What follows belongs to an exercise in optimizing a design on an open flow for small area, a short achievable clock period and few clock cycles; a production flow would make more cautious choices.
RTL that was checked went through simulation tests only; none was proved equivalent to the original.

wip/harbor:
==> flow/design.v (excerpt) <==
module mmm_r2mm_2n
#(
    parameter K = 256
)
(
    input   wire            clk     ,
    input   wire            rst_n   ,
    input   wire [K-1  :0]  x       ,
    input   wire [K-1  :0]  y       ,
    input   wire [K-1  :0]  m       ,
    input   wire            req     ,
    output  wire [K-1  :0]  res     ,
    output  reg             val     
);
Settings: LEC_CHECK=0, CAP_MARGIN=20, CELL_PAD_IN_SITES_DETAIL_PLACEMENT=1, CORE_MARGIN=2, CORE_UTILIZATION=58, SETUP_SLACK_MARGIN=2, SLEW_MARGIN=20, SYNTH_HIERARCHICAL=1, SYNTH_MINIMUM_KEEP_SIZE=0, TNS_END_PERCENT=25; clock period 30.0 ns.
standard.sh (not shown) runs the stock make flow with config.mk's settings and CLKGATE_MAP_FILE= SYNTH_SCRIPT=/design/flow/synth_recipe.tcl, a recipe that flattens the netlist after the stock synthesis.
==> flow/flow/run.sh <==
#!/bin/bash
set -uo pipefail
bash standard.sh SETUP_SLACK_MARGIN=22.5 MATCH_CELL_FOOTPRINT=0 \
  'BUFFER_PORTS_ARGS=-buffer_cell sky130_fd_sc_hd__buf_2' finish > standard_flow.log 2>&1
Changes in wip/xenon relative to wip/harbor:
- TNS_END_PERCENT now 50, was 25
- CORE_UTILIZATION now 55, was 58
- wip/xenon: no failed stages, no open violations at the end
- Compared with wip/harbor, cell count after placement in wip/xenon increased slightly.
- Count of clock-buffer cells in the layout: wip/xenon lower than wip/harbor
- Final cell count without fillers: wip/xenon > wip/harbor
- Between wip/xenon and wip/harbor, it is wip/xenon whose maximum frequency is higher, by about 1.8%.
- Count of plain and timing-repair buffers in the layout grows slightly when moving from wip/harbor to wip/xenon.
- Re final design instance area without fill: wip/xenon and wip/harbor aren't equal, and the higher value belongs to wip/xenon.
- The detailed-routed wire length on met2 of wip/xenon falls short of that of wip/harbor by 3.6%.
- wip/xenon vs. wip/harbor: count of cells resized by post-cts repair grew by 173; full die area saw an increase.
Function was not checked in any run of this note: the RTL went through the layout flow alone.

== build 97 ==
Another version of the RTL of mmm_r2mm_2n (not shown whole).
For scale: roughly 15,000 cells after synthesis, about 1,000 I/O pins.
==> flow/design.v (excerpt) <==
module mmm_r2mm_2n
#(
    parameter K = 256
)
(
    input   wire            clk     ,
    input   wire            rst_n   ,
    input   wire [K-1  :0]  x       ,
    input   wire [K-1  :0]  y       ,
    input   wire [K-1  :0]  m       ,
    input   wire            req     ,
    output  wire [K-1  :0]  res     ,
    output  reg             val     
);
Settings: LEC_CHECK=0, CAP_MARGIN=20, CELL_PAD_IN_SITES_DETAIL_PLACEMENT=1, CORE_MARGIN=2, CORE_UTILIZATION=55, SETUP_SLACK_MARGIN=2, SLEW_MARGIN=20, SYNTH_HIERARCHICAL=1, SYNTH_MINIMUM_KEEP_SIZE=0, TNS_END_PERCENT=5; clock period 30.0 ns.
Scripts as last shown in full above: flow/flow/run.sh
Build 97 finished all stages; the layout is clean.
Input changes introduced in build 72 (baseline for comparison: build 97):
# build 97
export LEC_CHECK = 0
export CAP_MARGIN = 20
export CELL_PAD_IN_SITES_DETAIL_PLACEMENT = 1
export CORE_MARGIN = 2
export CORE_UTILIZATION = 55
export SETUP_SLACK_MARGIN = 2
export SLEW_MARGIN = 20
export SYNTH_HIERARCHICAL = 1
export SYNTH_MINIMUM_KEEP_SIZE = 0
export TNS_END_PERCENT = 5
create_clock -name core_clock -period 30.0 [get_ports {clk}]
# build 72
export LEC_CHECK = 0
export CAP_MARGIN = 20
export CELL_PAD_IN_SITES_DETAIL_PLACEMENT = 1
export CORE_MARGIN = 2
export CORE_UTILIZATION = 55
export SETUP_SLACK_MARGIN = 2
export SLEW_MARGIN = 20
export SYNTH_HIERARCHICAL = 1
export SYNTH_MINIMUM_KEEP_SIZE = 0
export TNS_END_PERCENT = 60
create_clock -name core_clock -period 30.0 [get_ports {clk}]
Going from build 97 to build 72, routed wire length shrank by about 3%, final cell count held steady, sequential cell area went up about 0.6%, part of the cycle the worst path needs has decreased.
Critical path depth in build 72 is 26 above build 97.
Between build 97 and build 72, the cell area figures differ only marginally.
Modified inputs, build 8 compared to build 72
# build 72
export LEC_CHECK = 0
export CAP_MARGIN = 20
export CELL_PAD_IN_SITES_DETAIL_PLACEMENT = 1
export CORE_MARGIN = 2
export CORE_UTILIZATION = 55
export SETUP_SLACK_MARGIN = 2
export SLEW_MARGIN = 20
export SYNTH_HIERARCHICAL = 1
export SYNTH_MINIMUM_KEEP_SIZE = 0
export TNS_END_PERCENT = 60
create_clock -name core_clock -period 30.0 [get_ports {clk}]
# build 8
export LEC_CHECK = 0
export CAP_MARGIN = 20
export CELL_PAD_IN_SITES_DETAIL_PLACEMENT = 1
export CORE_MARGIN = 2
export CORE_UTILIZATION = 55
export SETUP_SLACK_MARGIN = 2
export SLEW_MARGIN = 20
export SYNTH_HIERARCHICAL = 1
export SYNTH_MINIMUM_KEEP_SIZE = 0
export TNS_END_PERCENT = 25
create_clock -name core_clock -period 30.0 [get_ports {clk}]
Results
- Build 8 has completed all stages; timing, DRC and antenna checks passed.
- In the route summary, build 8 ends up with a via count exceeding that of build 72.
- Compared with build 72, in build 8 final critical-path share of the clock period moved up; cell area after layout ~0 delta; total wirelength of the detailed-routed design picked up an extra about 1.2%.
- Summary of the comparison: maximum frequency is lower in build 8, relative to build 72.
- Data arrival time of the critical path sits higher in build 8 than in build 72.
- Build 8 against build 72: clock period minus worst slack higher; count of non-filler cells in the finished layout shows no meaningful change.
- Build 8: area growth from synthesis to layout is 0.16 points higher than what build 72 reported.
- Taking build 72 as the reference, in build 8 first-pass GRT wire length increased about 0.36%, first-pass detailed-route iteration total down 2.
No functional check of the RTL was part of any run of this note.

mmm_r2mm_2n, a different RTL version from the one above (not shown whole).
Size: ~14000 cells after synthesis, about 1000 I/O pins.
## mmm_r2mm_2n
module mmm_r2mm_2n
#(
    parameter K = 256
)
(
    input   wire            clk     ,
    input   wire            rst_n   ,
    input   wire [K-1  :0]  x       ,
    input   wire [K-1  :0]  y       ,
    input   wire [K-1  :0]  m       ,
    input   wire            req     ,
    output  wire [K-1  :0]  res     ,
    output  reg             val     
);
localparam KD = 8;
localparam SW = 265;
reg  [255:0]  Yr, Mr;
reg  [SW-1:0] Sr, Cr;
reg           cinr;
wire [31:0]   sel;
reg  [5:0]    cnt;
wire           s32;
wire [SW-1:0] ns, nc;
wire ncin;
wire idle  = (cnt == 6'd0);
wire start = req & idle;
wire it    = (cnt != 6'd0) && (cnt <= 6'd33);
wire f1    = (cnt == 6'd34);
wire f2    = (cnt == 6'd35);
wire clr   = idle | f2;
always @(posedge clk) begin Mr <= m; end
wire [KD-1:0] inv_t, inv3_t;
mmm_inv u_inv (.a(Mr[KD-1:1]), .inv(inv_t), .inv3(inv3_t));
wire [KD-1:0] q_0;
mmm_q u_q0 (.clk(clk), .clr(clr), .ns(ns[KD-1:0]), .nc(nc[KD-1:0]), .ncin(ncin), .inv(inv_t), .inv3(inv3_t), .q(q_0));
integer i;
reg [KD-1:0] xn, mn;
always @* begin
    xn = {KD{1'b0}}; mn = {KD{1'b0}};
    for (i = 1; i < 32; i = i + 1) begin
        xn = xn | ({KD{sel[i]}} & x[i*KD +: KD]);
        if (i < 31) mn = mn | ({KD{sel[i+1]}} & Mr[i*KD +: KD]);
        else mn = mn | ({KD{s32}} & Mr[i*KD +: KD]);
    end
end
genvar gs;
generate for (gs = 0; gs < 32; gs = gs + 1) begin : g_sel
    assign sel[gs] = (cnt == gs - 1);
end endgenerate
assign s32 = (cnt == 6'd31);
reg          s255, bor, ptop;
always @(posedge clk) s255 <= x[255];
reg [31:0] xg, xgn;
always @* begin
    xgn = {32{1'b0}};
    xgn[7:0] = xgn[7:0] | ({KD{sel[1]}} & x[15:8]);
    xgn[7:0] = xgn[7:0] | ({KD{sel[2]}} & x[23:16]);
    xgn[7:0] = xgn[7:0] | ({KD{sel[3]}} & x[31:24]);
    xgn[7:0] = xgn[7:0] | ({KD{sel[4]}} & x[39:32]);
    xgn[7:0] = xgn[7:0] | ({KD{sel[5]}} & x[47:40]);
    xgn[7:0] = xgn[7:0] | ({KD{sel[6]}} & x[55:48]);
    xgn[7:0] = xgn[7:0] | ({KD{sel[7]}} & x[63:56]);
    xgn[15:8] = xgn[15:8] | ({KD{sel[8]}} & x[71:64]);
    xgn[15:8] = xgn[15:8] | ({KD{sel[9]}} & x[79:72]);
    xgn[15:8] = xgn[15:8] | ({KD{sel[10]}} & x[87:80]);
    xgn[15:8] = xgn[15:8] | ({KD{sel[11]}} & x[95:88]);
  ...
==> flow/config.mk <==
export PLATFORM = sky130hd
export DESIGN_NAME = mmm_r2mm_2n
export DESIGN_NICKNAME = mmm_r2mm_2n
export VERILOG_FILES = /design/flow/design.v
export SDC_FILE = /design/flow/constraint.sdc
export NUM_CORES = 8
export LEC_CHECK = 0
export CAP_MARGIN = 20
export CELL_PAD_IN_SITES_DETAIL_PLACEMENT = 1
export CORE_MARGIN = 2
export CORE_UTILIZATION = 49
export GPL_ROUTABILITY_DRIVEN = 0
export SETUP_SLACK_MARGIN = 2
export SLEW_MARGIN = 20
export SYNTH_HIERARCHICAL = 1
export SYNTH_MINIMUM_KEEP_SIZE = 0
export TNS_END_PERCENT = 40
==> flow/constraint.sdc <==
create_clock -name core_clock -period 30.0 [get_ports {clk}]
set_input_delay 6.0000 -clock core_clock [delete_from_list [all_inputs] [get_ports {clk}]]
set_output_delay 6.0000 -clock core_clock [all_outputs]
set_load 0.01 [all_outputs]
Scripts as last shown in full above: flow/flow/run.sh
The starting point produced a clean layout.
Testbench counts at the start, summed over its fixed seeds: cycles 34,568.
Edit:
- CORE_UTILIZATION: 49 -> 55
=>
- die area is lower by roughly a tenth
- hold slack loses 0.0070 ns
Edit:
==> flow/flow/run.sh (replaced) <==
#!/bin/bash
set -uo pipefail
bash standard.sh SETUP_SLACK_MARGIN=22.5 MATCH_CELL_FOOTPRINT=0 \
  'BUFFER_PORTS_ARGS=-inputs -buffer_cell sky130_fd_sc_hd__buf_1' \
  "PRE_RESIZE_TCL=$PWD/flow/pre_resize.tcl" finish > standard_flow.log 2>&1
==> flow/flow/pre_resize.tcl (new file) <==
# Output ports get their buffers here (buf_2); input ports got buf_1 buffers at global
# placement (BUFFER_PORTS_ARGS).  Every port is buffered, as in the standard flow.
buffer_ports -outputs -buffer_cell sky130_fd_sc_hd__buf_2
This time the run finished but fails on max-slew violations.
Via count came out higher by 0.77%.
Worst setup slack loses 0.0081 ns.
Global-route usage barely changes.
Fmax hardly moves.
Area after synthesis does not change.

== v6 ==
Starting RTL as in the previous note.
// mmm_r2mm_2n
module mmm_r2mm_2n
#(
    parameter K = 256
)
(
    input   wire            clk     ,
    input   wire            rst_n   ,
    input   wire [K-1  :0]  x       ,
    input   wire [K-1  :0]  y       ,
    input   wire [K-1  :0]  m       ,
    input   wire            req     ,
    output  wire [K-1  :0]  res     ,
    output  reg             val     
);
Settings: LEC_CHECK=0, CAP_MARGIN=20, CELL_PAD_IN_SITES_DETAIL_PLACEMENT=1, CORE_MARGIN=2, CORE_UTILIZATION=55, GPL_ROUTABILITY_DRIVEN=0, SETUP_SLACK_MARGIN=2, SLEW_MARGIN=30, SYNTH_HIERARCHICAL=1, SYNTH_MINIMUM_KEEP_SIZE=0, TNS_END_PERCENT=40; clock period 30.0 ns.
==> flow/flow/run.sh <==
#!/bin/bash
set -uo pipefail
bash standard.sh SETUP_SLACK_MARGIN=22.5 MATCH_CELL_FOOTPRINT=0 \
  'BUFFER_PORTS_ARGS=-buffer_cell sky130_fd_sc_hd__buf_2' finish > standard_flow.log 2>&1
Testbench counts of v6, summed over its fixed seeds: cycles 34,568.
Changes in v7 relative to v6:
Settings: GPL_ROUTABILITY_DRIVEN: 0 -> unset; TNS_END_PERCENT: 40 -> 25; SLEW_MARGIN: 30 -> 20.
==> comparison <==
Final area: v7 vs v6 — no meaningful difference
Relative to v6, v7 improves worst hold slack.
On v7: wire length reported by the detailed router is about 3.3% higher than what v6 gave.

mmm_r2mm_2n, a different RTL version from the one above (not shown whole).
Size: about 1000 I/O pins, roughly 150000 µm² of cells after synthesis.
==> flow/config.mk <==
export PLATFORM = sky130hd
export DESIGN_NAME = mmm_r2mm_2n
export DESIGN_NICKNAME = mmm_r2mm_2n
export VERILOG_FILES = /design/flow/design.v
export SDC_FILE = /design/flow/constraint.sdc
export NUM_CORES = 8
export LEC_CHECK = 0
export CAP_MARGIN = 20
export CELL_PAD_IN_SITES_DETAIL_PLACEMENT = 1
export CORE_MARGIN = 2
export CORE_UTILIZATION = 55
export PLACE_DENSITY = 0.7
export SETUP_SLACK_MARGIN = 2
export SLEW_MARGIN = 20
export SYNTH_HIERARCHICAL = 1
export SYNTH_MINIMUM_KEEP_SIZE = 0
export TNS_END_PERCENT = 25
==> flow/constraint.sdc <==
create_clock -name core_clock -period 30.0 [get_ports {clk}]
set_input_delay 6.0000 -clock core_clock [delete_from_list [all_inputs] [get_ports {clk}]]
set_output_delay 6.0000 -clock core_clock [all_outputs]
set_load 0.01 [all_outputs]
Scripts as last shown in full above: flow/flow/run.sh
The baseline produced a layout that fails on max-capacitance violations, max-slew violations.
Testbench counts at the start, summed over its fixed seeds: cycles 34,568.
Rerun with:
Settings changed: GPL_ROUTABILITY_DRIVEN set to 0, PLACE_DENSITY 0.7 to not set, TNS_END_PERCENT 25 to 40.
Effect: With this change the flow finished with timing, DRC and antenna clean; area after synthesis does not change; via count came out lower by 7.0%; wire length came out lower by 9.6%.

==> afterwards: timing with drivers on the ports <==
No port has a modelled driver above. Below, the same layouts with a new extraction and two added sets of constraints.
Step 1 assumes that a clkbuf_16 drives the clock port and a buf_2 every other input.
Step 2 also shifts input and output timing later by t, the mid clock arrival at the registers, as if the neighbouring blocks saw the same clock.
a / b / c = ideal ports / drivers / drivers and shift; a / b = the first two.
run | t (ns) | slack for setup (ns) | hold WS [ns] | worst register clock-pin slew, ns | pins driven straight from the clock port
wip/harbor | 1.008 | 22.159 / 22.159 / 21.233 | 0.530 / 0.530 / 0.530 | 0.07 / 0.07 | 1
wip/xenon | 1.010 | 22.301 / 22.181 / 21.525 | 0.516 / 0.516 / 0.516 | 0.07 / 0.07 | 1
build 97 | 1.037 | 22.047 / 22.116 / 21.107 | 0.537 / 0.537 / 0.537 | 0.08 / 0.08 | 1
build 72 | 0.994 | 22.247 / 22.221 / 21.348 | 0.574 / 0.574 / 0.574 | 0.07 / 0.07 | 1
build 8 | 1.023 | 22.150 / 22.140 / 21.217 | 0.524 / 0.524 / 0.524 | 0.07 / 0.07 | 1
the first run of note 3 | 0.992 | 22.327 / 22.216 / 21.662 | 0.475 / 0.475 / 0.475 | 0.07 / 0.07 | 1
the second run of note 3 | 0.996 | 22.312 / 22.190 / 21.689 | 0.468 / 0.468 / 0.468 | 0.07 / 0.07 | 1
the third run of note 3 | 0.992 | 22.304 / 22.190 / 21.566 | 0.490 / 0.490 / 0.490 | 0.07 / 0.07 | 1
v6 | 1.003 | 22.295 / 22.201 / 21.690 | 0.464 / 0.464 / 0.464 | 0.07 / 0.07 | 1
v7 | 0.992 | 22.337 / 22.224 / 21.528 | 0.511 / 0.511 / 0.511 | 0.07 / 0.07 | 1
the first run of note 5 | 1.024 | 21.148 / 21.148 / 21.148 | 0.458 / 0.458 / 0.458 | 0.08 / 0.08 | 1
the second run of note 5 | 1.024 | 22.308 / 22.194 / 21.354 | 0.523 / 0.523 / 0.523 | 0.08 / 0.08 | 1
For the second run of note 5, which loses most, drivers alone change the setup slack by -0.114 ns; drivers and shift together by -0.954 ns.
